Background: an optimization exercise with open tools, aiming at small area and a short achievable clock period. Do not read the settings as production practice.
Where RTL was checked, it was by simulation tests only, not by an equivalence proof against the original.
For run 1, only the layout was checked, not whether the RTL still works.
Power figures rest on the tool's default switching activity, not on a simulated workload.

==> flow/design.v <==
module finalproject #(
    parameter CLK_FREQ_HZ = 8_000,
    parameter SCAN_RATE   = 1000
)(
    input  wire        CLK,
    input  wire        RST_N,
    input  wire [3:0]  ROWS,
    output wire [3:0]  COLS,
    output wire [7:0]  HEX0,
    output wire [7:0]  HEX1,
    output wire [7:0]  HEX2,
    output wire [9:0]  LEDS,
    output wire [7:0]  DBG
);
    reg [2:0] cnt;
    reg       tick;        
    reg       first;       
    reg [3:0] colsx;       
    assign COLS = colsx ^ 4'b1110;
    always @(posedge CLK or negedge RST_N) begin
        if (!RST_N) begin
            cnt   <= 3'd0;
            tick  <= 1'b0;
            first <= 1'b1;
            colsx <= 4'b0000;
        end else begin
            cnt  <= cnt + 3'd1;
            tick <= (cnt == 3'd7);
            if (tick) begin
                first <= 1'b0;
                if (!first) colsx <= {COLS[2:0], COLS[3]} ^ 4'b1110;
            end
        end
    end
    wire one_row = (ROWS == 4'b1110) | (ROWS == 4'b1101) |
                   (ROWS == 4'b1011) | (ROWS == 4'b0111);
    wire [1:0] cidx = {~COLS[3] | ~COLS[2], ~COLS[3] | ~COLS[1]};
    wire [1:0] ridx = {~ROWS[3] | ~ROWS[2], ~ROWS[3] | ~ROWS[1]};
    reg [3:0] kcode;
    always @(*) begin
        case ({cidx, ridx})
            4'b00_00: kcode = 4'd1;  4'b00_01: kcode = 4'd4;
            4'b00_10: kcode = 4'd7;  4'b00_11: kcode = 4'hE;
            4'b01_00: kcode = 4'd2;  4'b01_01: kcode = 4'd5;
            4'b01_10: kcode = 4'd8;  4'b01_11: kcode = 4'd0;
            4'b10_00: kcode = 4'd3;  4'b10_01: kcode = 4'd6;
            4'b10_10: kcode = 4'd9;  4'b10_11: kcode = 4'hF;
            4'b11_00: kcode = 4'hA;  4'b11_01: kcode = 4'hB;
            4'b11_10: kcode = 4'hC;  default:  kcode = 4'hD;
        endcase
    end
    reg [3:0] code;        
    reg       kev;         
    reg       idle;        
    always @(posedge CLK) code <= kcode;
    always @(posedge CLK or negedge RST_N) begin
        if (!RST_N) begin
            kev  <= 1'b0;
            idle <= 1'b1;
        end else begin
            kev <= tick & idle & one_row;
            if (tick) idle <= (ROWS == 4'b1111);
        end
    end
    wire k_clr   = (code == 4'hE);
    wire k_eq    = (code == 4'hF);
    wire k_op    = code[3] & (code[2] ^ code[1]);
    wire k_digit = ~code[3] | ~(code[2] | code[1]);
    function [6:0] seg;
        input [3:0] v;
        begin
            seg[0] = (v[0] & ~v[1] & ~v[2] & ~v[3]) | (v[0] & ~v[1] & v[2] & v[3]) | (~v[0] & ~v[1] & v[2] & ~v[3]) | (v[0] & v[1] & ~v[2] & v[3]);
            seg[1] = (~v[0] & v[2] & v[3]) | (v[0] & ~v[1] & v[2] & ~v[3]) | (~v[0] & v[1] & v[2]) | (v[0] & v[1] & v[3]);
            seg[2] = (~v[0] & v[1] & ~v[2] & ~v[3]) | (v[1] & v[2] & v[3]) | (~v[0] & v[2] & v[3]);
            seg[3] = (v[0] & ~v[1] & ~v[2] & ~v[3]) | (~v[0] & ~v[1] & v[2] & ~v[3]) | (~v[0] & v[1] & ~v[2] & v[3]) | (v[0] & v[1] & v[2]);
            seg[4] = (v[0] & ~v[3]) | (~v[1] & v[2] & ~v[3]) | (v[0] & ~v[1] & ~v[2]);
            seg[5] = (v[0] & ~v[1] & v[2] & v[3]) | (v[1] & ~v[2] & ~v[3]) | (v[0] & ~v[2] & ~v[3]) | (v[0] & v[1] & ~v[3]);
            seg[6] = (~v[0] & ~v[1] & v[2] & v[3]) | (v[0] & v[1] & v[2] & ~v[3]) | (~v[1] & ~v[2] & ~v[3]);
        end
    endfunction
    reg [6:0] opa, opb;
    reg [2:0] op;
    reg       opsel;
    reg       done;
    reg       nfirst_op;   
    wire      first_op = ~nfirst_op;
    reg [1:0] dcnt;
    reg [3:0] last_key;
    reg       nready;      
    wire      ready = ~nready;
    reg [6:0] nh0, nh1, nh2;
    wire [6:0] hex0 = nh0 ^ 7'b1000000;
    wire [6:0] hex1 = ~nh1;
    wire [6:0] hex2 = ~nh2;
    reg [9:0] lfsr;
    wire acc   = kev & ready;
    wire work  = acc & ~k_clr & ~done;      
    wire w_dig = work & k_digit;
    wire w_op  = work & k_op;
    wire w_eq  = work & k_eq;
    wire w_clr = acc & k_clr;
    wire       two = (dcnt == 2'd1);
    wire [6:0] x10 = {last_key, 3'b000} + {2'b00, last_key, 1'b0} + {3'b000, code};
    wire [6:0] nv  = two ? x10 : {3'b000, code};
    localparam [9:0] LFSR_SEED = 10'h001;
    localparam [9:0] LFSR_END  = 10'h2d3;
    wire [9:0] lfsr_nx = {lfsr[8:0], lfsr[9] ^ lfsr[6]};
    always @(posedge CLK)
        lfsr <= work ? LFSR_SEED : lfsr_nx;
    localparam S_IDLE = 3'd0, S_WAIT = 3'd1, S_START = 3'd2, S_LOOP = 3'd3,
               S_FIX = 3'd4, S_CONV = 3'd5, S_SEG = 3'd6;
    reg [7:0] R, Q;
    reg       c, qc, eqf;
    reg [2:0] st;
    wire op_add = (op == 3'd1);
    wire op_sub = (op == 3'd2);
    wire op_mul = (op == 3'd3);
    wire op_div = (op == 3'd4);
    wire k0 = (cnt == 3'd0);
    wire k7 = (cnt == 3'd7);
    wire [7:0] opa8 = {1'b0, opa};
    wire [7:0] opb8 = {1'b0, opb};
    wire ab = opa8[cnt];
    wire bb = opb8[cnt];
    wire tb = (cnt == 3'd1) | (cnt == 3'd3);                  
    wire eb = (cnt == 3'd1) | (cnt == 3'd2) | (cnt == 3'd3);   
    wire bz  = (opb == 7'd0);
    wire err = op_div & bz;
    wire ld  = op_add | op_sub | op_div;
    wire in_conv = (st == S_CONV);
    wire sub = in_conv | op_sub | op_div;
    wire rb  = R[0];
    wire qb  = Q[0];
    wire yb  = (in_conv ? tb : bb) ^ sub;
    wire cin = k0 ? sub : c;
    wire sb  = rb ^ yb ^ cin;
    wire cout = (rb & yb) | (cin & (rb ^ yb));
    wire qcin = k0 | qc;
    wire qs  = qb ^ qcin;
    reg nbR, nbQ;
    always @(*) begin
        case (st)
            S_START: begin
                nbR = err ? eb : (ld & ab);
                nbQ = err ? eb : ld;
            end
            S_LOOP, S_CONV: begin
                nbR = sb;
                nbQ = qs;
            end
            S_FIX: begin
                nbR = op_div ? qb : (op_mul & rb);
                nbQ = 1'b0;
            end
            default: begin
                nbR = rb;
                nbQ = qb;
            end
        endcase
        if (k7) begin
            nbR = 1'b0;
            nbQ = 1'b0;
        end
    end
    wire ge10 = R[7] | R[6] | R[5] | (R[4] & (R[3] | R[2]));
    wire q9   = Q[4] & Q[1];
    wire [2:0] s_cs = (ge10 & ~q9) ? S_CONV : S_SEG;
    wire [3:0] units = {R[2], R[1], R[0], R[7]};       
    wire [3:0] s0   = (st == S_SEG) ? Q[4:1] : (k_eq ? (units & {4{opsel}}) : code);
    wire [6:0] seg0 = seg(s0);
    reg [2:0] st_n;
    always @(*) begin
        case (st)
            S_WAIT:  st_n = S_START;
            S_START: st_n = err ? S_SEG : ((ld | (op_mul & ~eqf)) ? S_LOOP : s_cs);
            S_LOOP:  st_n = op_mul ? (eqf ? S_FIX : S_LOOP) :
                            op_div ? (c ? S_LOOP : S_FIX) :
                            op_sub ? (c ? s_cs : S_FIX) : s_cs;
            S_FIX:   st_n = s_cs;
            S_CONV:  st_n = s_cs;
            default: st_n = S_IDLE;
        endcase
    end
    always @(posedge CLK) begin
        c   <= cout;
        qc  <= qcin & qb;
        eqf <= (k0 | eqf) & ~(nbQ ^ ab);
        R   <= {nbR, R[7:1]};
        if ((st == S_SEG) & k7) Q <= {1'b0, seg0};
        else Q <= {nbQ, Q[7:1]};
    end
    always @(posedge CLK or negedge RST_N) begin
        if (!RST_N) st <= S_IDLE;
        else if (w_dig | w_op) st <= S_WAIT;
        else if (k7) st <= st_n;
    end
    wire [2:0] op_n   = w_clr ? 3'd0 : (w_op ? code[2:0] - 3'd1 : op);
    wire       done_n = ~w_clr & (done | w_eq);
    always @(posedge CLK or negedge RST_N) begin
        if (!RST_N) begin
            opa <= 0; opb <= 0; op <= 0; opsel <= 0; done <= 0;
            nfirst_op <= 0; dcnt <= 0; last_key <= 0; nready <= 0;
            nh0 <= 7'd0; nh1 <= 7'd0; nh2 <= 7'd0;
        end else begin
            if (work) nready <= 1'b1;
            else if (lfsr == LFSR_END && cnt == 3'd2) nready <= 1'b0;
            if (acc) last_key <= code;
            if (w_clr | (w_dig & first_op)) opa <= w_clr ? 7'd0 : nv;
            if (w_clr | (w_dig & ~first_op)) opb <= w_clr ? 7'd0 : nv;
            op <= op_n;
            done <= done_n;
            if (w_clr | w_op) opsel <= w_op;
            if (w_clr | w_op) nfirst_op <= ~w_clr;
            if (w_clr | w_op | w_dig) dcnt <= w_dig ? (two ? 2'd2 : 2'd1) : 2'd0;
            if (w_clr) nh0 <= (7'b1000000) ^ 7'b1000000;
            else if (w_dig | w_eq) nh0 <= (seg0) ^ 7'b1000000;
            if (w_eq) nh1 <= ~(opsel ? {Q[5:0], Q[7]} : 7'b1000000);
            else if (w_dig & two) nh1 <= ~(hex0);
            else if (w_clr | w_op | w_dig) nh1 <= ~(7'b1111111);
            if (w_clr) nh2 <= ~(7'b1111111);
            else if (w_op)
                case (code[2:0])
                    3'b010:  nh2 <= ~(7'b0001000);     
                    3'b011:  nh2 <= ~(7'b0000011);     
                    3'b100:  nh2 <= ~(7'b1000110);     
                    default: nh2 <= ~(7'b0100001);     
                endcase
            else if (w_eq & ~opsel) nh2 <= ~(7'b0001110);   
        end
    end
    assign HEX0 = {1'b1, hex0};
    assign HEX1 = {1'b1, hex1};
    assign HEX2 = {1'b1, hex2};
    assign LEDS = {done, opsel, first_op, dcnt, ready, last_key};
    assign DBG  = {op, done, opa[3:0]};
endmodule
==> flow/flow/run.sh <==
#!/bin/bash
# Own flow: the standard layout (standard.sh, unchanged synthesis,
# floorplan, power grid, placement, CTS and routing), with two changes:
#  - the port buffers are plain buffers instead of the delay cells that
#    buffer_ports picks by default;
#  - setup repair aims at a margin below the clock period.
# Each tool's full output stays in orfs/logs; make's output goes to
# standard.log in this folder.
set -euo pipefail
bash standard.sh \
  "BUFFER_PORTS_ARGS=-buffer_cell sky130_fd_sc_hd__buf_2" \
  SETUP_SLACK_MARGIN=7 \
  finish > standard.log 2>&1
==> flow/standard.sh <==
#!/bin/bash
# synth_recipe.tcl (not shown) runs the flow's synth.tcl, then flattens the netlist and writes it again
# the make line also repeats each setting of config.mk as NAME=value (left out here)
make -C /OpenROAD-flow-scripts/flow DESIGN_CONFIG=/design/flow/config.mk WORK_HOME=/design/flow/orfs CLKGATE_MAP_FILE= SYNTH_SCRIPT=/design/flow/synth_recipe.tcl "${@:-finish}"
==> flow/config.mk <==
export PLATFORM = sky130hd
export DESIGN_NAME = finalproject
export DESIGN_NICKNAME = finalproject
export VERILOG_FILES = /design/flow/design.v
export SDC_FILE = /design/flow/constraint.sdc
export NUM_CORES = 4
export LEC_CHECK = 0
export ABC_AREA = 1
export CAP_MARGIN = 20
export CORE_MARGIN = 2
export CORE_UTILIZATION = 40
export CTS_BUF_LIST = sky130_fd_sc_hd__clkbuf_8 sky130_fd_sc_hd__clkbuf_16
export SLEW_MARGIN = 20
==> flow/constraint.sdc <==
create_clock -name core_clock -period 10.0 [get_ports {CLK}]
set_input_delay 2.0000 -clock core_clock [delete_from_list [all_inputs] [get_ports {CLK}]]
set_output_delay 2.0000 -clock core_clock [all_outputs]
set_load 0.01 [all_outputs]
==> impl_metrics.csv, run 1 <==
group,metric,value,unit
run_status,status,"no timing/DRC/antenna violations",
worst_setup_path,start_kind,"flop",
die,start_util,40.5,%
synth,yosysWarnings,1,
timing,relSlewSlack,46.9,%
place,dp_hpwl,8450,um
timing,max_freq,0.340,GHz
clock_network,cts.path.max_buffers,2,
clock_network,cts_tree,"yes",
global_route,antenna_found_initial,0,
timing,fin_crit,2.94,ns
die,fp.dieW,116,um
global_route,grt_pass1_wl,18900,um
timing,slew_violations,0,
global_route,grt_max_degree,63,
drt,vias_per_cell,4.78,
clock_network,insertion_delay,0.34,ns
die,ioPinCount,52,
synth,ys_ff_latch,95,
timing,fin_setup_tns,0,ns
drt,ant_nets,0,
global_route,grt_pass1_vias,3860,
drt,top_layer,"met4",
pwr,p_leak,2.88,nW
cells_and_area,syn_to_final_growth,12.5,%
timing,setup_viol,0,
drt,drt_first_pass_iters,5,
drt,wl_met1,5530,um
synth,yosysSeqAreaShare,43.9,%
cells_and_area,fin_util,45.6,%
die,rows,41,
drt,drcViolationCount,0,
timing,final.setup_skew,0.00350,ns
clock_network,hold_buffers,0,
synth,synth.distinct_cells,43,
worst_setup_path,end_kind,"output pin",
drt,num_vias,4095,
timing,min_period_over_period,29.4,%
drt,wl_met2,5040,um
synth,ys_async_sr_fraction,65.3,%
drt,drtIter0Drc,197,
place,finalWeightedCongestion,0.935,
cells_and_area,antenna_cells,0,
timing,hold_viol,0,
clock_network,clkTransAtPathRegs,0.07,ns
synth,synth_ff_type,"dfrtp_1",
cells_and_area,drive_gt1_share,17.1,%
global_route,track_usage,17.9,%
drt,wl_met3,372,um
die,fp.dieArea,0.0135,mm2
min_path,hp-class,"reg -> reg",
die,core_area,0.0125,mm2
synth,netlist_instances,638,
clock_network,cts_buffers,9,
pwr,cellPowerDensity,198,mW/mm2
drt,post_drt_wl_per_cell,13.0,um
pwr,vdd.ir_drop.worst,81.3,uV
worst_setup_path,worstPathMaxFanout,3,
clock_network,clkSinkCount,95,
clock_network,clockRootBuffer,"clkbuf_16",
worst_setup_path,cp.required,8.00,ns
timing,rsz0062_at_grt,"false",
cells_and_area,finish.instance_area,0.00568,mm2
place,port_buffers,48,
cells_and_area,fin_nets,707,
global_route,grt-ovfl-total,0,
drt,routed_wl,11100,um
place,dpl_cell_area,0.00534,mm2
die,fp.dieH,116,um
synth,synth_edf_count,0,
run,cap_violations,0,
synth,syn_avg_cell_area,7.91,um2
synth,syn_area,0.00505,mm2
worst_setup_path,crit_type,"reg -> out",
worst_setup_path,critical_path_arrival,0.94,ns
timing,worst_pin_slew,0.797,ns
clock_network,cts_max_level,3,
## area by class of cell
cell class	instances	area, um2
fill	1268	6790
inverter	97	364
clock buffer	9	225
timing repair buffer	52	277
tap	172	215
multi-input combinational	424	2300
sequential	95	2220
clock inverter	7	80.1
## per-layer routing
layer | vias to the layer above | GRT usage (%)
met2 | 72 | 28.0
li1 | 2098 | -
met1 | 1914 | 25.1
met5 | - | 0
met3 | 11 | 3.58
met4 | 0 | 5.71
## placed cells by master, fill, tap and decap left out, types with 3 or more instances in the layout
| master | n |
|---|---|
| ha_1 | 19 |
| nand2_2 | 7 |
| inv_2 | 11 |
| o211ai_1 | 5 |
| nand4_1 | 6 |
| nand2_1 | 158 |
| nor2_2 | 4 |
| buf_4 | 4 |
| nor3_1 | 4 |
| clkinv_1 | 3 |
| nand3_4 | 3 |
| conb_1 | 3 |
| nand3_1 | 34 |
| nor2_4 | 10 |
| nand2_4 | 5 |
| fa_1 | 3 |
| buf_2 | 47 |
| clkbuf_16 | 9 |
| dfrtp_1 | 59 |
| nor2_1 | 53 |
| o311ai_1 | 7 |
| inv_1 | 83 |
| o21ai_0 | 60 |
| dfxtp_1 | 33 |
| o21ai_1 | 11 |
| a21oi_1 | 12 |
## worst max-delay path, stage by stage (launching register included)
cell and delay (ns):
dfrtp_1 0.39, inv_2 0.08, buf_2 0.13
## synth_stat cells, drive strengths merged, types with 3 or more instances
library cell  number  area share [%]
a21oi             12             1.2
buf               24             3.4
clkinv             3            0.22
dfrtp             60              30
dfxtp             33              13
fa                 3             1.2
ha                19             4.7
inv               94             7.0
nand2            170              14
nand3             39             4.8
nand4              6            0.74
nor2              67             6.7
nor3               4            0.40
o211ai             5            0.74
o21ai             71             7.0
o311ai             7             1.2
## worst paths after layout
kind,start,endpoint,slack [ns],depth (start not counted)
worst min-delay path,R[4],R[3],0.35,0
worst max register to register,code[3],opa[3],7.56,8
worst max-delay path,nfirst_op,LEDS[7],7.06,2
worst min register to register,R[4],R[3],0.35,0
min in group asynchronous,RST_N,kev,1.80,2
max in group asynchronous,RST_N,opsel,7.61,2
## registers in the layout, summed over array words and instances, names as in the netlist, 7 cells and up
register / count
lfsr: 10
Q: 8
R: 8
nh0: 7
nh1: 7
nh2: 7
opa: 7
opb: 7
## stage by stage
step | std cells | setup slack [ns] | hold WS, ns | total power (W)
2_1_floorplan | 640 | 7.37 | 0.325 | 0.000704
3_3_place_gp | 837 | 7.20 | 0.331 | 0.000772
3_5_place_dp | 837 | 7.14 | 0.340 | 0.000781
4_1_cts | 853 | 7.01 | 0.353 | 0.00114
5_1_grt | 856 | 7.00 | 0.355 | 0.00120
6_report | 856 | 7.06 | 0.351 | 0.00112
## kinds of logic after synthesis
family / count (synthesis) / synth area share [%]
buffers and inverters: 121 / 10.7
other: 1 / 0.0743
muxes: 1 / 0.223
and+or+nand+nor: 290 / 26.9
xor gates and xnor gates: 3 / 0.521
adders and majority gates: 22 / 5.90
DFF: 95 / 43.9
AOI/OAI and AO/OA: 105 / 11.8
## power by group
group	internal [W]	switching, W	leakage (nW)	total [W]
sequential	0.000457	0.0000552	1.10	0.000512
clock	0.000197	0.000151	0.148	0.000349
combinational	0.0000986	0.000165	1.63	0.000264
total	0.000753	0.000372	2.88	0.00112
## repair_timing
action	in CTS	in global routing
buffers inserted	0	3
resized for setup	2	1
endpoints found under the setup margin	2	3
==> run 2, diff against run 1 <==
--- a/flow/design.v
+++ b/flow/design.v
@@ -112,7 +112,6 @@
     reg [7:0] R, Q;
     reg       c, qc, eqf;
     reg [2:0] st;
-    wire op_add = (op == 3'd1);
     wire op_sub = (op == 3'd2);
     wire op_mul = (op == 3'd3);
     wire op_div = (op == 3'd4);
@@ -126,7 +125,7 @@
     wire eb = (cnt == 3'd1) | (cnt == 3'd2) | (cnt == 3'd3);   
     wire bz  = (opb == 7'd0);
     wire err = op_div & bz;
-    wire ld  = op_add | op_sub | op_div;
+    wire ld  = ~op_mul;    
     wire in_conv = (st == S_CONV);
     wire sub = in_conv | op_sub | op_div;
     wire rb  = R[0];
@@ -172,7 +171,7 @@
     always @(*) begin
         case (st)
             S_WAIT:  st_n = S_START;
-            S_START: st_n = err ? S_SEG : ((ld | (op_mul & ~eqf)) ? S_LOOP : s_cs);
+            S_START: st_n = err ? S_SEG : ((ld | ~eqf) ? S_LOOP : s_cs);
             S_LOOP:  st_n = op_mul ? (eqf ? S_FIX : S_LOOP) :
                             op_div ? (c ? S_LOOP : S_FIX) :
                             op_sub ? (c ? s_cs : S_FIX) : s_cs;
--- a/flow/flow/run.sh
+++ b/flow/flow/run.sh
@@ -9,5 +9,5 @@
 set -euo pipefail
 bash standard.sh \
   "BUFFER_PORTS_ARGS=-buffer_cell sky130_fd_sc_hd__buf_2" \
-  SETUP_SLACK_MARGIN=7 \
+  SETUP_SLACK_MARGIN=6.9 \
   finish > standard.log 2>&1
--- a/flow/config.mk
+++ b/flow/config.mk
@@ -9,5 +9,4 @@
 export CAP_MARGIN = 20
 export CORE_MARGIN = 2
 export CORE_UTILIZATION = 40
-export CTS_BUF_LIST = sky130_fd_sc_hd__clkbuf_8 sky130_fd_sc_hd__clkbuf_16
 export SLEW_MARGIN = 20
==> impl_metrics.csv, run 2 <==
group,metric,value,unit
run_status,status,"no timing/DRC/antenna violations",
drt,post_drt_wl_per_cell,13.1,um
cells_and_area,multi_input_comb_area,0.00219,mm2
die,fp.dieW,115,um
cells_and_area,syn_to_final_growth,11.9,%
synth,yosysSeqAreaShare,44.7,%
synth,netlist_instances,631,
clock_network,cts_buffers,9,
timing,timing.hold.ws,0.354,ns
cells_and_area,layout_common_cells,"nand2_1, inv_1, o21ai_0",
place,place_inst,824,
place,port_buffers,48,
min_path,min_path_cells,0,
global_route,grt-ovfl-total,0,
cells_and_area,final_common_cell,"nand2_1",
die,start_util,41.0,%
min_path,hold_start,"R[3]",
drt,drcViolationCount,0,
clock_network,cts_tree,"yes",
cells_and_area,finish.instance_area,0.00554,mm2
die,rows,40,
clock_network,clkTransAtPathRegs,0.07,ns
min_path,holdPathEnd,"R[2]",
cells_and_area,reg_top3,"lfsr: 10 flops, Q: 8 flops, R: 8 flops",
drt,drt_first_pass_iters,4,
timing,worst_pin_slew,0.807,ns
drt,num_vias,4031,
synth,ys_ff_latch,95,
timing,hold_viol,0,
global_route,use_met2,27.4,%
timing,fin_setup_tns,0,ns
global_route,grt_pass1_wl,18500,um
timing,final.setup_skew,0.00831,ns
worst_setup_path,critical_path_arrival,0.99,ns
worst_setup_path,start_kind,"flop",
drt,vias_per_cell,4.80,
drt,routed_wl,11000,um
synth,synth_edf_count,0,
cells_and_area,drive_gt1_share,15.3,%
synth,synth.distinct_cells,45,
worst_setup_path,r2r_setup_slack,7.60,ns
worst_setup_path,crit_chain,"buf_2",
clock_network,clockRootBuffer,"clkbuf_16",
global_route,antenna_found_initial,0,
timing,setup_viol,0,
global_route,grt_pass1_vias,3815,
timing,rsz0062_at_grt,"false",
clock_network,cts_max_level,3,
clock_network,clkSinkCount,95,
worst_setup_path,cp.required,8.00,ns
run,cap_violations,0,
timing,slew_violations,0,
synth,yosysWarnings,1,
cells_and_area,fin_cells,840,
synth,synthTopCellsByCount,"nand2_1, inv_1, o21ai_0",
synth,syn_avg_cell_area,7.85,um2
timing,fin_crit,2.99,ns
synth,synth_top_area_share,30.3,%
global_route,gr-usage-met3,3.48,%
pwr,p_leak,2.75,nW
pwr,vdd.ir_drop.worst,150,uV
die,ioPinCount,52,
place,dpl_cell_area,0.00523,mm2
synth,syn_area,0.00495,mm2
cells_and_area,antenna_cells,0,
worst_setup_path,cp_slowest_cell,"dfrtp_2",
synth,synth_ff_type,"dfrtp_1",
die,core_area,0.0121,mm2
place,finalWeightedCongestion,0.889,
clock_network,cts.path.max_buffers,2,
worst_setup_path,worstReg2RegStart,"code[3]",
clock_network,hold_buffers,0,
timing,relSlewSlack,46.2,%
worst_setup_path,r2r_cells,8,
worst_setup_path,slowest_delay,0.49,ns
worst_setup_path,crit_family,"flip-flops",
worst_setup_path,crit_buf_inv,1,
global_route,track_usage,17.7,%
place,dp_hpwl,8300,um
cells_and_area,fill_cells,1272,
worst_setup_path,end_kind,"output pin",
global_route,use_met1,24.6,%
timing,max_freq,0.334,GHz
cells_and_area,largest_reg_flops,10,
clock_network,insertion_delay,0.34,ns
timing,min_period_over_period,29.9,%
min_path,hp-class,"reg -> reg",
cells_and_area,fin_nets,695,
synth,synth_most_common_cell,"nand2_1",
global_route,grt_max_degree,63,
die,fp.dieArea,0.0133,mm2
cells_and_area,seq_area,0.00222,mm2
synth,ys_async_sr_fraction,65.3,%
worst_setup_path,crit_type,"reg -> out",
die,fp.dieH,115,um
cells_and_area,top_register,"lfsr",
pwr,cellPowerDensity,158,mW/mm2
synth,yosysTopAreaCell,"dfrtp_1",
drt,ant_nets,0,
drt,drtIter0Drc,191,
global_route,busiest_layer,"met2",
worst_setup_path,worstPathMaxFanout,9,
synth,synth_area_leaders,"dfrtp_1, dfxtp_1, nand2_1",
worst_setup_path,r2r_end,"opa[3]",
-- run 2: changes by cell type in the layout (fill, tap and decap cells not counted), moves of 5 or more --
cell | previous run | this run
a21oi_1 | 12 | 21
o21ai_1 | 11 | 6
nor2_1 | 53 | 48
inv_1 | 83 | 88
o311ai_0 | 0 | 6
nand3_1 | 34 | 25
o311ai_1 | 7 | 1
-- run 2: how the worst max path moves through the flow --
stage,startpoint,to,slack (ns),cells past startpoint
finish,opsel,LEDS[8],7.01,1
global route,nfirst_op,LEDS[7],6.96,2
CTS,opsel,LEDS[8],6.99,1
detailed placement,RST_N,nh1[6],7.20,2
global placement,RST_N,nh0[1],7.23,2
floorplan,nfirst_op,LEDS[7],7.42,2
-- run 2: final cells by class --
type,count,share of cell area (%)
clock buffer,10,4.31
clock inverter,6,1.24
inverter,98,6.64
multi-input combinational,414,39.6
sequential,95,40.0
tap,168,3.79
timing repair buffer,49,4.47
-- run 2: layer usage --
layer | share of wire, % | wire length (um)
met5 | 0 | 0
met4 | 1.1 | 123
met3 | 3.8 | 418
met2 | 47 | 5120
met1 | 49 | 5340
-- run 2: through the flow --
stage               worst slack [ns]  power, W  utilization [%]
floorplan                       7.42  0.000507                -
global placement                7.23  0.000530             43.4
detailed placement              7.20  0.000534             43.4
CTS                             6.99  0.000885             45.9
global route                    6.96  0.000920             45.9
finish                          7.01  0.000876             45.9
-- run 2: kinds of logic (layout without fill, tap and decap cells) --
kind of cell             count (synthesis)  count (layout)  synth area share [%]
multiplexers                             1               1                 0.227
adder cells (fa/ha/maj)                 22              22                  6.01
AO/OA/AOI/OAI                          109             109                  12.3
XOR/XNOR                                 5               5                 0.884
AND/OR/NAND/NOR                        274             274                  24.7
buffers and inverters                  124             163                  11.1
other                                    1               3                0.0757
flip-flops                              95              95                  44.7
-- run 2: power by group --
| group | leakage [nW] | switching, W | internal (W) |
|---|---|---|---|
| Clock | 0.149 | 0.000149 | 0.000202 |
| Combinational | 1.50 | 0.0000540 | 0.0000335 |
| Sequential | 1.10 | 0.0000202 | 0.000417 |
| Total | 2.75 | 0.000223 | 0.000653 |
-- run 2: what timing repair did --
item | in CTS | in global routing
resized for setup | 1 | 0
setup buffers | 0 | 0
hold endpoints to repair | 0 | 0
setup endpoints to repair | 1 | 0
==> run 3, diff against run 2 <==
--- a/flow/flow/run.sh
+++ b/flow/flow/run.sh
@@ -9,5 +9,5 @@
 set -euo pipefail
 bash standard.sh \
   "BUFFER_PORTS_ARGS=-buffer_cell sky130_fd_sc_hd__buf_2" \
-  SETUP_SLACK_MARGIN=6.9 \
+  SETUP_SLACK_MARGIN=7 \
   finish > standard.log 2>&1
==> impl_metrics.csv, run 3 <==
group,metric,value,unit
synth,yosysSeqAreaShare,44.7,%
timing,rsz0062_at_grt,"true",
synth,synth_area_leaders,"dfrtp_1, dfxtp_1, nand2_1",
cells_and_area,reg_top3,"lfsr: 10 flops, Q: 8 flops, R: 8 flops",
die,rows,40,
worst_setup_path,crit_type,"reg -> out",
drt,wl_met3,469,um
timing,max_freq,0.339,GHz
drt,post_drt_wl_per_cell,13.1,um
timing,min_period_over_period,29.5,%
timing,final.setup_skew,0.00810,ns
synth,synth_edf_count,0,
min_path,hp-class,"reg -> reg",
worst_setup_path,start_kind,"flop",
global_route,grt_max_degree,63,
pwr,p_clk_share,40.0,%
synth,ys_ff_latch,95,
die,fp.dieArea,0.0133,mm2
die,ioPinCount,52,
timing,worst_pin_slew,0.808,ns
cells_and_area,layout_common_cells,"nand2_1, inv_1, o21ai_0",
cells_and_area,antenna_cells,0,
clock_network,hold_buffers,0,
cells_and_area,drive_gt1_share,16.0,%
clock_network,cts_max_level,3,
clock_network,clockRootBuffer,"clkbuf_16",
pwr,p_int,0.000653,W
drt,vias_per_cell,4.81,
drt,drcViolationCount,0,
clock_network,clkTransAtPathRegs,0.07,ns
global_route,grt_pass1_vias,3819,
timing,slew_violations,0,
worst_setup_path,worstPathMaxFanout,6,
cells_and_area,largest_reg_flops,10,
die,core_area,0.0121,mm2
drt,top_layer,"met4",
global_route,grt-ovfl-total,0,
cells_and_area,fill_cells,1272,
run,cap_violations,0,
die,start_util,41.0,%
global_route,antenna_found_initial,0,
worst_setup_path,cp.required,8.00,ns
timing,timing.hold.ws,0.354,ns
die,fp.dieH,115,um
timing,fin_setup_tns,0,ns
synth,synth.distinct_cells,45,
synth,synth_ff_type,"dfrtp_1",
cells_and_area,top_register,"lfsr",
drt,wl_met2,5090,um
worst_setup_path,end_kind,"output pin",
pwr,cellPowerDensity,158,mW/mm2
synth,yosysWarnings,1,
cells_and_area,fin_nets,696,
cells_and_area,syn_to_final_growth,12.1,%
pwr,power_frac_comb,10.0,%
cells_and_area,final_common_cell,"nand2_1",
run_status,status,"no timing/DRC/antenna violations",
pwr,swShare,25.5,%
synth,ys_async_sr_fraction,65.3,%
clock_network,cts.path.max_buffers,2,
clock_network,insertion_delay,0.34,ns
clock_network,cts_tree,"yes",
drt,routed_wl,11000,um
synth,synthTopCellsByCount,"nand2_1, inv_1, o21ai_0",
place,dp_hpwl,8300,um
drt,drtIter0Drc,189,
synth,synth_top_area_share,30.3,%
global_route,grt_pass1_wl,18600,um
timing,relSlewSlack,46.1,%
place,port_buffers,48,
timing,setup_viol,0,
clock_network,cts_buffers,9,
global_route,track_usage,17.8,%
place,finalWeightedCongestion,0.889,
synth,syn_area,0.00495,mm2
pwr,vdd.ir_drop.worst,150,uV
pwr,p_leak,2.75,nW
worst_setup_path,worstReg2RegStart,"code[3]",
drt,num_vias,4044,
worst_setup_path,critical_path_arrival,0.95,ns
synth,yosysTopAreaCell,"dfrtp_1",
synth,syn_avg_cell_area,7.85,um2
pwr,seqPwrFrac,49.9,%
drt,drt_first_pass_iters,4,
timing,fin_crit,2.95,ns
pwr,power.net_switching,0.000223,W
timing,hold_viol,0,
drt,wl_met1,5320,um
worst_setup_path,crit_start,"colsx[3]",
synth,netlist_instances,631,
min_path,hold_start,"R[3]",
drt,ant_nets,0,
clock_network,clkSinkCount,95,
synth,synth_most_common_cell,"nand2_1",
die,fp.dieW,115,um
run 3: changes by cell type in the layout (fill, tap and decap cells not counted):
cell | previous run | this run
inv_2 | 8 | 10
buf_4 | 1 | 2
dfrtp_2 | 1 | 3
dfrtp_1 | 59 | 57
inv_1 | 88 | 86
run 3: layer usage:
layer | GRT usage [%] | up-vias
met5 | 0 | -
met4 | 6.83 | 0
met3 | 3.48 | 14
met2 | 27.6 | 87
met1 | 24.6 | 1871
li1 | - | 2072
run 3: cell families after synthesis:
logic type | Yosys count | share of synthesized area (%)
AND/OR/NAND/NOR | 274 | 24.7
buffers and inverters | 124 | 11.1
AO/OA/AOI/OAI | 109 | 12.3
flip-flops | 95 | 44.7
adder cells (fa/ha/maj) | 22 | 6.01
XOR/XNOR | 5 | 0.884
other | 1 | 0.0757
multiplexers | 1 | 0.227
run 3: timing repair:
| item | CTS | global route |
|---|---|---|
| cloned | 0 | 0 |
| endpoints found under the setup margin | 2 | 3 |
| gates resized for setup | 2 | 3 |
| buffers inserted | 1 | 0 |
run 3: power by group through the flow:
stage / Sequential (W) / Clock [W] / Combinational, W
after floorplan: 0.000440 / 0 / 0.0000669
after global placement: 0.000444 / 0 / 0.0000858
after CTS: 0.000438 / 0.000358 / 0.0000895
final: 0.000437 / 0.000351 / 0.0000878
after global routing: 0.000441 / 0.000377 / 0.000103
after detailed placement: 0.000445 / 0 / 0.0000884
run 3: layout make-up:
cell class / count / area (um2) / area share (%)
flip-flops and latches: 95 / 2220 / 40.0
multi-input cells: 414 / 2190 / 39.5
inverters: 98 / 368 / 6.63
repair buffers: 50 / 255 / 4.60
clock buffers: 10 / 239 / 4.30
well taps: 168 / 210 / 3.79
clock inverters: 6 / 68.8 / 1.24
run 3: path summary, 6_finish.rpt:
kind / end / slack [ns] / cells past startpoint
setup reg to reg: opa[3] / 7.61 / 8
min in group asynchronous: opa[1] / 1.83 / 2
hold / removal: R[2] / 0.35 / 0
hold reg to reg: R[2] / 0.35 / 0
setup / recovery: COLS[3] / 7.05 / 2
max in group asynchronous: colsx[3] / 7.60 / 2
run 3: stage by stage:
stage                     utilization [%]  instance area [um2]  total power [W]  setup slack, ns  std cells
after global routing                 46.0                 5550         0.000920             6.99        841
final                                46.0                 5550         0.000876             7.05        841
after detailed placement             43.4                 5230         0.000534             7.20        824
after global placement               43.4                 5230         0.000530             7.23        824
after CTS                            46.0                 5550         0.000885             7.02        841
after floorplan                         -                 4960         0.000507             7.42        633
run 3: worst max-delay path, stage by stage (launching register included):
cell and delay, ns:
dfrtp_2 0.44, inv_1 0.06, buf_2 0.12
==> run 4, diff against run 3 <==
--- a/flow/flow/run.sh
+++ b/flow/flow/run.sh
@@ -8,6 +8,6 @@
 # standard.log in this folder.
 set -euo pipefail
 bash standard.sh \
-  "BUFFER_PORTS_ARGS=-buffer_cell sky130_fd_sc_hd__buf_2" \
+  "BUFFER_PORTS_ARGS=-buffer_cell sky130_fd_sc_hd__buf_1" \
   SETUP_SLACK_MARGIN=7 \
   finish > standard.log 2>&1
--- a/flow/config.mk
+++ b/flow/config.mk
@@ -8,5 +8,5 @@
 export ABC_AREA = 1
 export CAP_MARGIN = 20
 export CORE_MARGIN = 2
-export CORE_UTILIZATION = 40
+export CORE_UTILIZATION = 60
 export SLEW_MARGIN = 20
==> impl_metrics.csv, run 4 <==
group,metric,value,unit
die,start_util,61.2,%
worst_setup_path,r2r_setup_slack,7.48,ns
drt,num_vias,4159,
global_route,gr-usage-met3,5.27,%
cells_and_area,final_common_cell,"nand2_1",
synth,synth_edf_count,0,
cells_and_area,largest_reg_flops,10,
cells_and_area,drive_gt1_share,11.8,%
place,port_buffers,48,
pwr,finalPower,0.000780,W
pwr,vdd.ir_drop.worst,130,uV
min_path,hold_start,"R[4]",
clock_network,hold_buffers,0,
global_route,track_usage,25.9,%
synth,synth_area_leaders,"dfrtp_1, dfxtp_1, nand2_1",
synth,synth_ff_type,"dfrtp_1",
clock_network,clockRootBuffer,"clkbuf_8",
worst_setup_path,crit_type,"reg -> out",
worst_setup_path,worstReg2RegStart,"code[3]",
cells_and_area,fin_nets,703,
worst_setup_path,crit_family,"flip-flops",
worst_setup_path,cp_slowest_cell,"dfrtp_2",
synth,synth.distinct_cells,45,
die,fp.dieW,94.8,um
synth,ys_ff_latch,95,
worst_setup_path,r2r_end,"opb[6]",
worst_setup_path,crit_chain,"buf_1",
global_route,grt_max_degree,63,
pwr,power.net_switching,0.000213,W
synth,syn_area,0.00495,mm2
cells_and_area,layout_common_cells,"nand2_1, inv_1, o21ai_0",
worst_setup_path,slowest_delay,0.46,ns
global_route,antenna_found_initial,0,
die,core_area,0.00809,mm2
global_route,use_met2,40.1,%
clock_network,cts_max_level,3,
synth,yosysWarnings,1,
timing,relSlewSlack,46.7,%
place,dp_hpwl,8090,um
synth,synth_top_area_share,30.3,%
pwr,swShare,27.3,%
synth,yosysTopAreaCell,"dfrtp_1",
clock_network,clkTransAtPathRegs,0.09,ns
pwr,cellPowerDensity,145,mW/mm2
global_route,use_met1,36.1,%
timing,fin_crit,2.98,ns
cells_and_area,antenna_cells,0,
die,rows,33,
timing,max_freq,0.335,GHz
clock_network,insertion_delay,0.36,ns
drt,vias_per_cell,5.30,
timing,worst_pin_slew,0.800,ns
synth,synth_most_common_cell,"nand2_1",
global_route,grt_pass1_wl,18100,um
timing,rsz0062_at_grt,"true",
min_path,min_path_cells,0,
cells_and_area,top_register,"lfsr",
global_route,busiest_layer,"met2",
timing,slew_violations,0,
timing,setup_viol,0,
clock_network,clkSinkCount,95,
run,cap_violations,0,
timing,min_period_over_period,29.8,%
drt,drt_first_pass_iters,5,
run_status,status,"no timing/DRC/antenna violations",
global_route,grt-ovfl-total,0,
die,ioPinCount,52,
min_path,hp-class,"reg -> reg",
drt,post_drt_wl_per_cell,14.1,um
worst_setup_path,start_kind,"flop",
min_path,holdPathEnd,"R[3]",
worst_setup_path,end_kind,"output pin",
die,fp.dieArea,0.00899,mm2
synth,netlist_instances,631,
synth,yosysSeqAreaShare,44.7,%
worst_setup_path,worstPathMaxFanout,7,
synth,syn_avg_cell_area,7.85,um2
drt,routed_wl,11100,um
cells_and_area,reg_top3,"lfsr: 10 flops, Q: 8 flops, R: 8 flops",
timing,final.setup_skew,0.0143,ns
worst_setup_path,r2r_cells,10,
worst_setup_path,cp.required,8.00,ns
clock_network,cts_tree,"yes",
pwr,p_clk_share,32.7,%
timing,fin_setup_tns,0,ns
pwr,power_frac_comb,11.2,%
synth,synthTopCellsByCount,"nand2_1, inv_1, o21ai_0",
place,finalWeightedCongestion,0.909,
pwr,seqPwrFrac,56.1,%
worst_setup_path,critical_path_arrival,0.98,ns
pwr,p_int,0.000567,W
synth,ys_async_sr_fraction,65.3,%
drt,drcViolationCount,0,
drt,drtIter0Drc,227,
pwr,p_leak,2.64,nW
global_route,grt_pass1_vias,3838,
clock_network,cts.path.max_buffers,2,
worst_setup_path,crit_buf_inv,1,
cells_and_area,syn_to_final_growth,8.69,%
drt,ant_nets,0,
clock_network,cts_buffers,9,
die,fp.dieH,94.8,um
timing,hold_viol,0,
run 4: cell counts after synthesis:
No cell type changed its count.
run 4: layout make-up:
class | instances | area (um2)
fillers | 727 | 2710
flip-flops and latches | 95 | 2220
multi-input cells | 414 | 2190
inverters | 98 | 368
repair buffers | 57 | 278
well taps | 105 | 131
clock buffers | 10 | 128
clock inverters | 6 | 67.6
run 4: stage by stage:
step                      std cells  hold WS [ns]  util (%)  area (um2)  setup slack (ns)
after global routing            785         0.366      66.5        5380              6.97
after floorplan                 633         0.325         -        4960              7.42
after global placement          761         0.327      63.0        5090              7.24
after detailed placement        761         0.337      63.0        5090              7.21
final                           785         0.356      66.5        5380              7.02
after CTS                       778         0.358      65.5        5300              6.98
run 4: routing by layer:
metal  up-vias  share of wire (%)
met1      1966                 48
li1       2072                  -
met3        20                5.1
met2       101                 45
met5         -                  0
met4         0                2.1
run 4: how the worst max path moves through the flow:
stage          endpoint  slack [ns]  depth (start not counted)      start
2_1_floorplan   LEDS[7]        7.42                          2  nfirst_op
3_5_place_dp    code[2]        7.21                          6    ROWS[3]
5_1_grt         LEDS[8]        6.97                          1      opsel
6_report        LEDS[8]        7.02                          1      opsel
3_3_place_gp     nh2[0]        7.24                          2      RST_N
4_1_cts         LEDS[8]        6.98                          1      opsel
run 4: timing repair:
| action | 4_1_cts | 5_1_grt |
|---|---|---|
| setup buffers | 1 | 7 |
| resized for setup | 6 | 14 |
| pin swaps | 0 | 0 |
| endpoints found under the setup margin | 6 | 17 |
run 4: kinds of logic (layout without fill, tap and decap cells):
family                   Yosys count  in the layout  synth area share, %
XOR/XNOR                           5              5                0.884
flip-flops                        95             95                 44.7
other                              1              3               0.0757
AND/OR/NAND/NOR                  274            274                 24.7
AO/OA/AOI/OAI                    109            109                 12.3
multiplexers                       1              1                0.227
buffers and inverters            124            171                 11.1
adder cells (fa/ha/maj)           22             22                 6.01
run 4: power groups by stage:
stage	clock [W]	combinational (W)	sequential [W]
after floorplan	0	0.0000669	0.000440
final	0.000255	0.0000877	0.000438
after global placement	0	0.0000835	0.000444
after global routing	0.000275	0.000102	0.000441
after detailed placement	0	0.0000859	0.000446
after CTS	0.000260	0.0000866	0.000438
==> run 5, diff against run 4 <==
--- a/flow/config.mk
+++ b/flow/config.mk
@@ -8,5 +8,6 @@
 export ABC_AREA = 1
 export CAP_MARGIN = 20
 export CORE_MARGIN = 2
-export CORE_UTILIZATION = 60
+export CORE_UTILIZATION = 40
+export PLACE_DENSITY = 0.75
 export SLEW_MARGIN = 20
==> impl_metrics.csv, run 5 <==
group,metric,value,unit
worst_setup_path,critical_path_arrival,0.97,ns
global_route,grt_pass1_wl,18500,um
cells_and_area,syn_to_final_growth,11.5,%
global_route,busiest_layer,"met2",
global_route,track_usage,17.6,%
timing,worst_pin_slew,0.799,ns
worst_setup_path,r2r_cells,8,
place,post-place-ws,7.22,ns
clock_network,cts_max_level,3,
drt,ant_nets,0,
pwr,power.net_switching,0.000229,W
synth,synth_most_common_cell,"nand2_1",
clock_network,clkTransAtPathRegs,0.07,ns
cells_and_area,final_common_cell,"nand2_1",
place,dp_hpwl,8130,um
worst_setup_path,crit_type,"reg -> out",
drt,num_vias,4060,
cells_and_area,largest_reg_flops,10,
run,cap_violations,0,
drt,vias_per_cell,4.82,
pwr,cellPowerDensity,159,mW/mm2
timing,hold_viol,0,
global_route,grt-ovfl-total,0,
global_route,grt_max_degree,63,
timing,final.setup_skew,0.00782,ns
worst_setup_path,end_kind,"output pin",
synth,synthTopCellsByCount,"nand2_1, inv_1, o21ai_0",
clock_network,cts.path.max_buffers,2,
synth,synth_top_area_share,30.3,%
worst_setup_path,cp.required,8.00,ns
cells_and_area,reg_top3,"lfsr: 10 flops, Q: 8 flops, R: 8 flops",
pwr,p_clk_share,40.0,%
clock_network,clkSinkCount,95,
run_status,status,"no timing/DRC/antenna violations",
cells_and_area,fin_nets,698,
synth,synth.distinct_cells,45,
die,core_area,0.0121,mm2
timing,min_period_over_period,29.7,%
global_route,use_met1,24.2,%
timing,fin_crit,2.97,ns
synth,synth_edf_count,0,
synth,ys_async_sr_fraction,65.3,%
worst_setup_path,start_kind,"flop",
synth,yosysSeqAreaShare,44.7,%
clock_network,cts_tree,"yes",
synth,netlist_instances,631,
cells_and_area,multi_input_comb_area,0.00219,mm2
timing,max_freq,0.336,GHz
synth,synth_area_leaders,"dfrtp_1, dfxtp_1, nand2_1",
cells_and_area,drive_gt1_share,10.7,%
cells_and_area,top_register,"lfsr",
timing,finalWorstSetupSlack,7.03,ns
die,fp.dieW,115,um
synth,synth_ff_type,"dfrtp_1",
cells_and_area,seq_area,0.00222,mm2
drt,drtIter0Drc,238,
drt,drcViolationCount,0,
place,finalWeightedCongestion,0.877,
synth,ys_ff_latch,95,
synth,syn_area,0.00495,mm2
global_route,gr-usage-met3,3.85,%
pwr,p_int,0.000646,W
pwr,vdd.ir_drop.worst,107,uV
cells_and_area,antenna_cells,0,
synth,yosysTopAreaCell,"dfrtp_1",
clock_network,clockRootBuffer,"clkbuf_16",
global_route,grt_pass1_vias,3880,
die,fp.dieH,115,um
die,ioPinCount,52,
worst_setup_path,worstPathMaxFanout,6,
drt,post_drt_wl_per_cell,12.9,um
drt,drt_first_pass_iters,7,
drt,routed_wl,10800,um
cells_and_area,fill_cells,1181,
min_path,min_path_cells,0,
clock_network,hold_buffers,0,
global_route,antenna_found_initial,0,
synth,syn_avg_cell_area,7.85,um2
clock_network,insertion_delay,0.34,ns
die,fp.dieArea,0.0133,mm2
clock_network,cts_buffers,9,
global_route,use_met2,27.1,%
pwr,seqPwrFrac,50.0,%
timing,rsz0062_at_grt,"true",
timing,fin_setup_tns,0,ns
pwr,power_frac_comb,10.0,%
place,port_buffers,48,
synth,yosysWarnings,1,
pwr,p_leak,2.65,nW
cells_and_area,layout_common_cells,"nand2_1, inv_1, o21ai_0",
timing,relSlewSlack,46.8,%
pwr,swShare,26.2,%
min_path,hp-class,"reg -> reg",
die,rows,40,
timing,setup_viol,0,
timing,slew_violations,0,
die,start_util,41.0,%
## run 5: cell counts after synthesis
No cell type changed its count.
## run 5: power groups by stage
stage / Sequential [W] / Clock [W] / Combinational (W)
3_5_place_dp: 0.000446 / 0 / 0.0000862
2_1_floorplan: 0.000440 / 0 / 0.0000669
3_3_place_gp: 0.000445 / 0 / 0.0000834
6_report: 0.000438 / 0.000350 / 0.0000872
4_1_cts: 0.000438 / 0.000358 / 0.0000873
5_1_grt: 0.000441 / 0.000377 / 0.000103
## run 5: logic make-up after synthesis
family	after synthesis	synth area share, %
simple gates	274	24.7
buf+inv	124	11.1
compound gates	109	12.3
flops	95	44.7
fa+ha+maj	22	6.01
xor+xnor	5	0.884
other cells	1	0.0757
mux	1	0.227
## run 5: layout make-up
class	instances	area share, %
timing repair buffer	52	4.15
sequential	95	40.2
multi-input combinational	414	39.7
clock inverter	7	1.43
tap	168	3.81
clock buffer	9	4.08
inverter	98	6.66
## run 5: final timing paths
path | start | end | slack [ns]
setup / recovery | colsx[3] | COLS[3] | 7.03
hold / removal | R[4] | R[3] | 0.35
setup reg to reg | code[3] | opa[3] | 7.60
hold reg to reg | R[4] | R[3] | 0.35
max in group asynchronous | RST_N | colsx[3] | 7.59
min in group asynchronous | RST_N | nh1[0] | 1.81
## run 5: metrics by stage
stage	cell area, um2	hold slack (ns)	power (W)	utilization (%)	cells
floorplan	4960	0.325	0.000507	-	633
global placement	5170	0.336	0.000529	42.9	824
detailed placement	5170	0.339	0.000532	42.9	824
CTS	5480	0.354	0.000884	45.4	840
global route	5520	0.356	0.000921	45.8	843
finish	5520	0.351	0.000875	45.8	843
## run 5: timing repair
| item | 4_1_cts | 5_1_grt |
|---|---|---|
| setup endpoints to repair | 3 | 11 |
| gates resized for setup | 4 | 11 |
| setup buffers | 0 | 3 |
## run 5: critical path, cell delays in order, from the launching register on
cell	delay (ns)
dfrtp_2	0.44
inv_1	0.06
buf_1	0.14
## run 5: layer usage
metal | part of all wire (%) | wire length [um]
met1 | 48 | 5160
met2 | 45 | 4910
met3 | 5.1 | 557
met4 | 1.9 | 210
met5 | 0 | 0
==> run 6, diff against run 5 <==
--- a/flow/config.mk
+++ b/flow/config.mk
@@ -5,9 +5,7 @@
 export SDC_FILE = /design/flow/constraint.sdc
 export NUM_CORES = 4
 export LEC_CHECK = 0
-export ABC_AREA = 1
 export CAP_MARGIN = 20
 export CORE_MARGIN = 2
 export CORE_UTILIZATION = 40
-export PLACE_DENSITY = 0.75
 export SLEW_MARGIN = 20
==> impl_metrics.csv, run 6 <==
group,metric,value,unit
run_status,status,"no timing/DRC/antenna violations",
worst_setup_path,r2r_end,"opb[5]",
synth,ys_ff_latch,95,
worst_setup_path,end_kind,"output pin",
synth,synth_ff_type,"dfrtp_1",
pwr,seqPwrFrac,49.3,%
die,fp.dieArea,0.0141,mm2
place,dp_hpwl,9440,um
drt,drt_first_pass_iters,5,
cells_and_area,fill_cells,1263,
timing,slew_violations,0,
cells_and_area,fin_util,45.3,%
synth,synthTopCellsByCount,"dfrtp_1, nand2_1, o21ai_0",
cells_and_area,layout_common_cells,"dfrtp_1, nand2_1, o21ai_0",
synth,ys_async_sr_fraction,65.3,%
cells_and_area,top_register,"lfsr",
global_route,grt_max_degree,63,
timing,worst_pin_slew,0.882,ns
die,core_area,0.0128,mm2
drt,ant_nets,0,
worst_setup_path,slowest_delay,0.41,ns
global_route,grt-ovfl-total,0,
timing,timing.hold.ws,0.351,ns
die,start_util,41.4,%
drt,routed_wl,12800,um
min_path,hold_start,"R[3]",
synth,synth_edf_count,0,
pwr,power.net_switching,0.000231,W
pwr,swShare,25.9,%
cells_and_area,antenna_cells,0,
clock_network,cts_tree,"yes",
worst_setup_path,crit_chain,"inv_1 -> clkbuf_2",
synth,syn_avg_cell_area,9.08,um2
global_route,grt_pass1_wl,21100,um
timing,final.setup_skew,0.00500,ns
global_route,antenna_found_initial,0,
timing,hold_viol,0,
cells_and_area,syn_to_final_growth,9.52,%
global_route,grt_pass1_vias,4183,
clock_network,cts_buffers,9,
cells_and_area,drive_gt1_share,11.7,%
cells_and_area,largest_reg_flops,10,
pwr,vdd.ir_drop.worst,84.3,uV
synth,syn_area,0.00528,mm2
drt,drtIter0Drc,317,
clock_network,clockRootBuffer,"clkbuf_16",
clock_network,cts_max_level,3,
pwr,p_int,0.000661,W
worst_setup_path,start_kind,"flop",
die,ioPinCount,52,
drt,drcViolationCount,0,
pwr,cellPowerDensity,154,mW/mm2
die,rows,41,
worst_setup_path,r2r_setup_slack,7.22,ns
place,finalWeightedCongestion,0.894,
drt,vias_per_cell,5.47,
min_path,hp-class,"reg -> reg",
worst_setup_path,worstReg2RegStart,"code[0]",
worst_setup_path,r2r_cells,7,
min_path,min_path_cells,0,
synth,synth_most_common_cell,"dfrtp_1",
pwr,p_clk_share,37.7,%
pwr,finalPower,0.000892,W
synth,synth_area_leaders,"dfrtp_1, dfxtp_1, ha_1",
drt,post_drt_wl_per_cell,16.4,um
cells_and_area,fin_nets,632,
global_route,track_usage,18.7,%
timing,max_freq,0.335,GHz
cells_and_area,reg_top3,"lfsr: 10 flops, Q: 8 flops, R: 8 flops",
timing,min_period_over_period,29.9,%
clock_network,cts.path.max_buffers,2,
worst_setup_path,crit_type,"reg -> out",
synth,yosysWarnings,1,
timing,fin_setup_tns,0,ns
timing,rsz0062_at_grt,"true",
worst_setup_path,cp.required,8.00,ns
worst_setup_path,worstPathMaxFanout,3,
timing,setup_viol,0,
synth,yosysTopAreaCell,"dfrtp_1",
clock_network,clkTransAtPathRegs,0.06,ns
drt,num_vias,4275,
synth,yosysSeqAreaShare,41.9,%
worst_setup_path,critical_path_arrival,0.99,ns
pwr,power_frac_comb,13.1,%
timing,relSlewSlack,41.2,%
clock_network,hold_buffers,0,
synth,netlist_instances,582,
timing,fin_crit,2.99,ns
die,fp.dieH,119,um
clock_network,clkSinkCount,95,
clock_network,insertion_delay,0.35,ns
synth,synth_top_area_share,28.4,%
worst_setup_path,cp_slowest_cell,"dfrtp_2",
die,fp.dieW,119,um
pwr,p_leak,2.46,nW
place,port_buffers,48,
cells_and_area,final_common_cell,"dfrtp_1",
min_path,holdPathEnd,"R[2]",
run,cap_violations,0,
synth,synth.distinct_cells,73,
==> run 6: cell families after synthesis <==
group,after synthesis,share of synthesized area [%]
buffers and inverters,91,8.34
multiplexers,22,5.16
XOR/XNOR,12,1.99
AO/OA/AOI/OAI,163,20.2
adder cells (fa/ha/maj),22,5.64
flip-flops,95,41.9
AND/OR/NAND/NOR,176,16.7
other,1,0.0710
==> run 6: cell type report <==
type                    count  area, um2  share of cell area [%]
flip-flops and latches     95       2220                    38.5
multi-input cells         398       2640                    45.7
clock inverters             4       47.5                   0.822
repair buffers             56        255                    4.41
inverters                  44        165                    2.85
clock buffers              12        236                    4.09
well taps                 172        215                    3.72
==> run 6: repair_timing <==
action	in CTS	in global routing
cloned	0	0
setup endpoints to repair	8	9
buffers inserted	3	4
gates resized for setup	12	8
==> run 6: worst max path at each step <==
stage / start / to
floorplan: ROWS[2] / code[0]
global placement: ROWS[2] / code[0]
detailed placement: ROWS[2] / code[0]
CTS: colsx[3] / COLS[3]
global route: colsx[3] / COLS[3]
finish: colsx[3] / COLS[3]
==> run 6: critical path: cells and delay by family (launching register included) <==
| kind | cells | cell delay [ns] |
|---|---|---|
| buffers and inverters | 2 | 0.23 |
| DFF | 1 | 0.41 |
==> run 6: stage by stage <==
stage                     setup slack [ns]  instance area [um2]  std cells
after floorplan                       7.21                 5290        584
after global placement                7.16                 5430        758
after detailed placement              7.08                 5430        758
after CTS                             6.98                 5750        777
after global routing                  6.98                 5790        781
final                                 7.01                 5790        781
==> run 6: routing by layer <==
layer	routed length [um]	part of all wire [%]	vias to the layer above	track usage, %
met4	299	2.3	0	7.66
met1	5750	45	2053	23.9
met5	0	0	-	0
li1	-	-	2077	-
met3	601	4.7	23	3.88
met2	6120	48	122	30.9
==> run 6: power groups by stage <==
stage                logic, W  registers [W]  clock network, W
floorplan           0.0000867       0.000440                 0
detailed placement   0.000112       0.000448                 0
CTS                  0.000113       0.000441          0.000344
finish               0.000117       0.000440          0.000336
global placement     0.000109       0.000447                 0
global route         0.000132       0.000445          0.000361
==> run 7, diff against run 6 <==
--- a/flow/config.mk
+++ b/flow/config.mk
@@ -5,7 +5,9 @@
 export SDC_FILE = /design/flow/constraint.sdc
 export NUM_CORES = 4
 export LEC_CHECK = 0
+export ABC_AREA = 1
 export CAP_MARGIN = 20
 export CORE_MARGIN = 2
 export CORE_UTILIZATION = 40
+export GPL_TIMING_DRIVEN = 0
 export SLEW_MARGIN = 20
==> impl_metrics.csv, run 7 <==
group,metric,value,unit
pwr,cellPowerDensity,151,mW/mm2
synth,synth_most_common_cell,"nand2_1",
worst_setup_path,end_kind,"output pin",
drt,vias_per_cell,4.76,
clock_network,insertion_delay,0.35,ns
cells_and_area,drive_gt1_share,16.1,%
synth,ys_ff_latch,95,
cells_and_area,reg_top3,"lfsr: 10 flops, Q: 8 flops, R: 8 flops",
timing,rsz0062_at_grt,"true",
pwr,vdd.ir_drop.worst,149,uV
die,fp.dieArea,0.0133,mm2
synth,synth_ff_type,"dfrtp_1",
drt,num_vias,4213,
worst_setup_path,crit_type,"reg -> out",
synth,yosysTopAreaCell,"dfrtp_1",
place,finalWeightedCongestion,0.896,
worst_setup_path,cp_slowest_cell,"dfrtp_1",
clock_network,cts.path.max_buffers,2,
worst_setup_path,cp.required,8.00,ns
synth,synth.distinct_cells,45,
worst_setup_path,crit_end,"LEDS[7]",
clock_network,cts_max_level,3,
synth,yosysSeqAreaShare,44.7,%
timing,final.setup_skew,0.00922,ns
clock_network,clockRootBuffer,"clkbuf_16",
drt,drt_first_pass_iters,5,
synth,netlist_instances,631,
min_path,hp-class,"reg -> reg",
place,port_buffers,48,
die,fp.dieW,115,um
pwr,p_leak,2.92,nW
timing,setup_viol,0,
worst_setup_path,worstReg2RegStart,"cnt[1]",
cells_and_area,fill_cells,1187,
worst_setup_path,start_kind,"flop",
place,dp_hpwl,8530,um
worst_setup_path,crit_chain,"inv_2 -> buf_6 -> buf_6",
synth,synthTopCellsByCount,"nand2_1, inv_1, o21ai_0",
global_route,grt_pass1_vias,4067,
synth,syn_avg_cell_area,7.85,um2
die,ioPinCount,52,
global_route,grt-ovfl-total,0,
run,cap_violations,0,
timing,max_freq,0.330,GHz
synth,synth_top_area_share,30.3,%
timing,slew_violations,0,
worst_setup_path,critical_path_arrival,1.03,ns
timing,fin_setup_tns,0,ns
cells_and_area,fin_nets,739,
drt,drcViolationCount,0,
worst_setup_path,slowest_delay,0.40,ns
synth,syn_area,0.00495,mm2
global_route,grt_max_degree,32,
worst_setup_path,r2r_cells,13,
drt,ant_nets,0,
drt,routed_wl,11400,um
drt,drtIter0Drc,197,
timing,worst_pin_slew,0.511,ns
cells_and_area,final_common_cell,"nand2_1",
clock_network,cts_tree,"yes",
synth,synth_edf_count,0,
run_status,status,"no timing/DRC/antenna violations",
cells_and_area,top_register,"lfsr",
synth,ys_async_sr_fraction,65.3,%
timing,fin_crit,3.03,ns
timing,hold_viol,0,
synth,synth_area_leaders,"dfrtp_1, dfxtp_1, nand2_1",
cells_and_area,syn_to_final_growth,20.0,%
die,rows,40,
drt,post_drt_wl_per_cell,12.9,um
cells_and_area,largest_reg_flops,10,
clock_network,clkTransAtPathRegs,0.07,ns
timing,min_period_over_period,30.3,%
global_route,antenna_found_initial,0,
die,fp.dieH,115,um
global_route,grt_pass1_wl,19200,um
worst_setup_path,cp_common_cell,"buf_6",
timing,relSlewSlack,65.8,%
worst_setup_path,r2r_setup_slack,7.56,ns
clock_network,cts_buffers,9,
worst_setup_path,worstPathMaxFanout,2,
clock_network,hold_buffers,0,
worst_setup_path,r2r_end,"R[7]",
cells_and_area,layout_common_cells,"nand2_1, inv_1, o21ai_0",
clock_network,clkSinkCount,95,
die,start_util,41.0,%
timing,finalWorstSetupSlack,6.97,ns
place,post-place-ws,7.15,ns
global_route,track_usage,18.5,%
worst_setup_path,crit_start,"nfirst_op",
synth,yosysWarnings,1,
die,core_area,0.0121,mm2
[run 7: layout make-up]
cell class	count	area (um2)	share of cell area, %
sequential	95	2220	37.3
multi-input combinational	414	2190	36.9
timing repair buffer	67	437	7.35
inverter	98	368	6.19
clock buffer	10	239	4.02
buffer	26	210	3.54
tap	168	210	3.54
clock inverter	6	66.3	1.12
antenna	1	2.50	0.0421
[run 7: per-layer routing]
metal,track usage [%],vias to the layer above,share of wire (%)
met2,29.3,66,46
met4,7.95,0,2.2
met1,25.1,1965,48
met5,0,-,0
met3,3.00,17,3.3
li1,-,2165,-
[run 7: worst max-delay path: cells and delay by family, from the launching register on]
kind / cells / cell delay [ns]
DFF: 1 / 0.40
buffers and inverters: 3 / 0.28
[run 7: how the worst min path moves through the flow]
| stage | startpoint | to | slack (ns) | cells past startpoint |
|---|---|---|---|---|
| finish | R[4] | R[3] | 0.35 | 0 |
| global route | R[3] | R[2] | 0.36 | 0 |
| floorplan | R[4] | R[3] | 0.32 | 0 |
| CTS | R[4] | R[3] | 0.35 | 0 |
| detailed placement | R[4] | R[3] | 0.34 | 0 |
| global placement | R[4] | R[3] | 0.33 | 0 |
[run 7: cell families (layout without fill, tap and decap cells)]
family	after synthesis	count (layout)	synth area share (%)
buffers and inverters	124	207	11.1
muxes	1	1	0.227
adders and majority gates	22	22	6.01
xor gates and xnor gates	5	5	0.884
AOI/OAI and AO/OA	109	109	12.3
other	1	4	0.0757
and+or+nand+nor	274	274	24.7
DFF	95	95	44.7
[run 7: per-stage QoR]
step                      utilization, %  hold WS [ns]  cells  power, W  area (um2)
after global placement              44.3         0.329    849  0.000533        5350
after floorplan                        -         0.325    633  0.000507        4960
after CTS                           48.1         0.354    875  0.000899        5800
after global routing                49.2         0.365    884  0.000939        5940
final                               49.3         0.351    885  0.000895        5940
after detailed placement            44.7         0.340    851  0.000539        5390
[run 7: what timing repair did]
| item | CTS | global route |
|---|---|---|
| setup buffers | 8 | 9 |
| cloned | 0 | 0 |
| endpoints found under the setup margin | 11 | 19 |
| resized for setup | 15 | 27 |
[run 7: power breakdown]
group	switching, W	leakage (nW)	internal, W
Sequential	0.0000196	1.10	0.000417
Clock	0.000153	0.153	0.000202
Combinational	0.0000579	1.66	0.0000450
Total	0.000231	2.92	0.000664
==> run 8, diff against run 7 <==
--- a/flow/config.mk
+++ b/flow/config.mk
@@ -6,8 +6,7 @@
 export NUM_CORES = 4
 export LEC_CHECK = 0
 export ABC_AREA = 1
-export CAP_MARGIN = 20
+export CAP_MARGIN = 10
 export CORE_MARGIN = 2
 export CORE_UTILIZATION = 40
-export GPL_TIMING_DRIVEN = 0
-export SLEW_MARGIN = 20
+export SLEW_MARGIN = 10
==> impl_metrics.csv, run 8 <==
group,metric,value,unit
pwr,cellPowerDensity,158,mW/mm2
worst_setup_path,crit_type,"reg -> out",
global_route,grt_pass1_wl,18000,um
worst_setup_path,worstPathMaxFanout,6,
run,cap_violations,0,
place,port_buffers,48,
drt,ant_nets,0,
synth,synth_ff_type,"dfrtp_1",
global_route,antenna_found_initial,0,
synth,yosysTopAreaCell,"dfrtp_1",
clock_network,cts_tree,"yes",
cells_and_area,reg_top3,"lfsr: 10 flops, Q: 8 flops, R: 8 flops",
timing,max_freq,0.338,GHz
die,fp.dieW,115,um
synth,synth.distinct_cells,45,
die,fp.dieArea,0.0133,mm2
cells_and_area,fin_nets,697,
timing,hold_viol,0,
synth,yosysSeqAreaShare,44.7,%
synth,yosysWarnings,1,
synth,synth_top_area_share,30.3,%
pwr,power_frac_comb,9.9,%
timing,fin_crit,2.96,ns
cells_and_area,antenna_cells,0,
timing,relSlewSlack,45.5,%
pwr,swShare,25.8,%
global_route,grt_pass1_vias,3730,
pwr,p_int,0.000643,W
synth,netlist_instances,631,
global_route,grt-ovfl-total,0,
worst_setup_path,cp.required,8.00,ns
clock_network,insertion_delay,0.34,ns
drt,routed_wl,11000,um
die,core_area,0.0121,mm2
synth,synth_area_leaders,"dfrtp_1, dfxtp_1, nand2_1",
synth,ys_async_sr_fraction,65.3,%
global_route,track_usage,17.2,%
pwr,seqPwrFrac,50.5,%
cells_and_area,largest_reg_flops,10,
die,fp.dieH,115,um
worst_setup_path,critical_path_arrival,0.96,ns
timing,setup_viol,0,
worst_setup_path,start_kind,"flop",
pwr,p_leak,2.63,nW
worst_setup_path,slowest_delay,0.44,ns
timing,rsz0062_at_grt,"true",
timing,min_period_over_period,29.6,%
cells_and_area,fill_cells,1249,
drt,num_vias,4072,
synth,synth_edf_count,0,
min_path,hp-class,"reg -> reg",
place,finalWeightedCongestion,0.925,
cells_and_area,syn_to_final_growth,11.0,%
die,start_util,41.0,%
cells_and_area,final_common_cell,"nand2_1",
synth,syn_area,0.00495,mm2
run_status,status,"no timing/DRC/antenna violations",
place,dp_hpwl,8270,um
synth,syn_avg_cell_area,7.85,um2
worst_setup_path,crit_chain,"inv_1 -> clkbuf_2",
worst_setup_path,end_kind,"output pin",
die,rows,40,
drt,vias_per_cell,4.84,
die,ioPinCount,52,
global_route,grt_max_degree,63,
clock_network,clockRootBuffer,"clkbuf_16",
pwr,power.net_switching,0.000223,W
clock_network,cts_buffers,9,
synth,ys_ff_latch,95,
synth,synthTopCellsByCount,"nand2_1, inv_1, o21ai_0",
worst_setup_path,cp_slowest_cell,"dfrtp_2",
drt,drt_first_pass_iters,6,
drt,drtIter0Drc,187,
timing,timing.hold.ws,0.350,ns
drt,drcViolationCount,0,
clock_network,clkSinkCount,95,
cells_and_area,drive_gt1_share,9.79,%
clock_network,cts_max_level,3,
pwr,p_clk_share,39.6,%
synth,synth_most_common_cell,"nand2_1",
cells_and_area,top_register,"lfsr",
drt,post_drt_wl_per_cell,13.1,um
timing,worst_pin_slew,0.817,ns
cells_and_area,layout_common_cells,"nand2_1, inv_1, o21ai_0",
timing,slew_violations,0,
clock_network,cts.path.max_buffers,2,
timing,fin_setup_tns,0,ns
timing,final.setup_skew,0.00888,ns
pwr,vdd.ir_drop.worst,95.8,uV
clock_network,clkTransAtPathRegs,0.07,ns
-- run 8: final timing paths --
path	start	endpoint	slack, ns	cells after the start
max	colsx[3]	COLS[3]	7.04	2
min	R[5]	R[4]	0.35	0
max reg2reg	code[3]	opb[3]	7.61	8
min reg2reg	R[5]	R[4]	0.35	0
max in group asynchronous	RST_N	colsx[3]	7.59	2
min in group asynchronous	RST_N	opa[0]	1.83	2
-- run 8: layout make-up --
| cell class | instances | area, um2 | share of cell area (%) |
|---|---|---|---|
| sequential | 95 | 2220 | 40.4 |
| multi-input combinational | 414 | 2190 | 39.9 |
| timing repair buffer | 51 | 210 | 3.82 |
| tap | 168 | 210 | 3.82 |
| clock buffer | 9 | 225 | 4.10 |
| inverter | 98 | 368 | 6.69 |
| clock inverter | 7 | 72.6 | 1.32 |
-- run 8: critical path: cells and delay by family, from the launching register on --
kind	cells	cell delay, ns
buffers and inverters	2	0.18
flip-flops	1	0.44
-- run 8: metal layers --
metal / GRT usage, % / vias up / share of wire, %
met5: 0 / - / 0
met4: 5.94 / 0 / 2.0
met3: 3.32 / 18 / 4.7
met2: 27.1 / 81 / 45
met1: 23.8 / 1891 / 48
li1: - / 2082 / -
-- run 8: per-stage QoR --
stage | util (%) | total power (W) | instances | setup WS (ns) | area [um2]
floorplan | - | 0.000507 | 633 | 7.42 | 4960
global placement | 42.9 | 0.000528 | 824 | 7.22 | 5170
detailed placement | 42.9 | 0.000532 | 824 | 7.17 | 5170
CTS | 45.4 | 0.000878 | 840 | 7.00 | 5480
global route | 45.6 | 0.000906 | 842 | 6.99 | 5500
finish | 45.6 | 0.000867 | 842 | 7.04 | 5500
-- run 8: power by group through the flow --
stage                     combinational (W)  sequential [W]  clock (W)
after floorplan                   0.0000669        0.000440          0
after global placement            0.0000837        0.000444          0
after detailed placement          0.0000867        0.000445          0
after CTS                         0.0000873        0.000438   0.000353
after global routing              0.0000998        0.000440   0.000365
final                             0.0000854        0.000438   0.000344
-- run 8: cell families after synthesis --
kind of cell | count (synthesis) | synth area share, %
buffers and inverters | 124 | 11.1
AO/OA/AOI/OAI | 109 | 12.3
multiplexers | 1 | 0.227
AND/OR/NAND/NOR | 274 | 24.7
flip-flops | 95 | 44.7
other | 1 | 0.0757
adder cells (fa/ha/maj) | 22 | 6.01
XOR/XNOR | 5 | 0.884
-- run 8: repair_timing --
action,4_1_cts,5_1_grt
buffers inserted,0,2
endpoints found under the setup margin,3,6
hold buffers,0,0
cloned,0,0
resized for setup,4,5

Setup slack of run 8, layout unchanged: 7.041 ns with ideal ports, 7.003 ns with driving cells assumed (clock clkbuf_16, inputs buf_2), 7.165 ns with port delays also shifted by the 0.378 ns mid clock arrival.
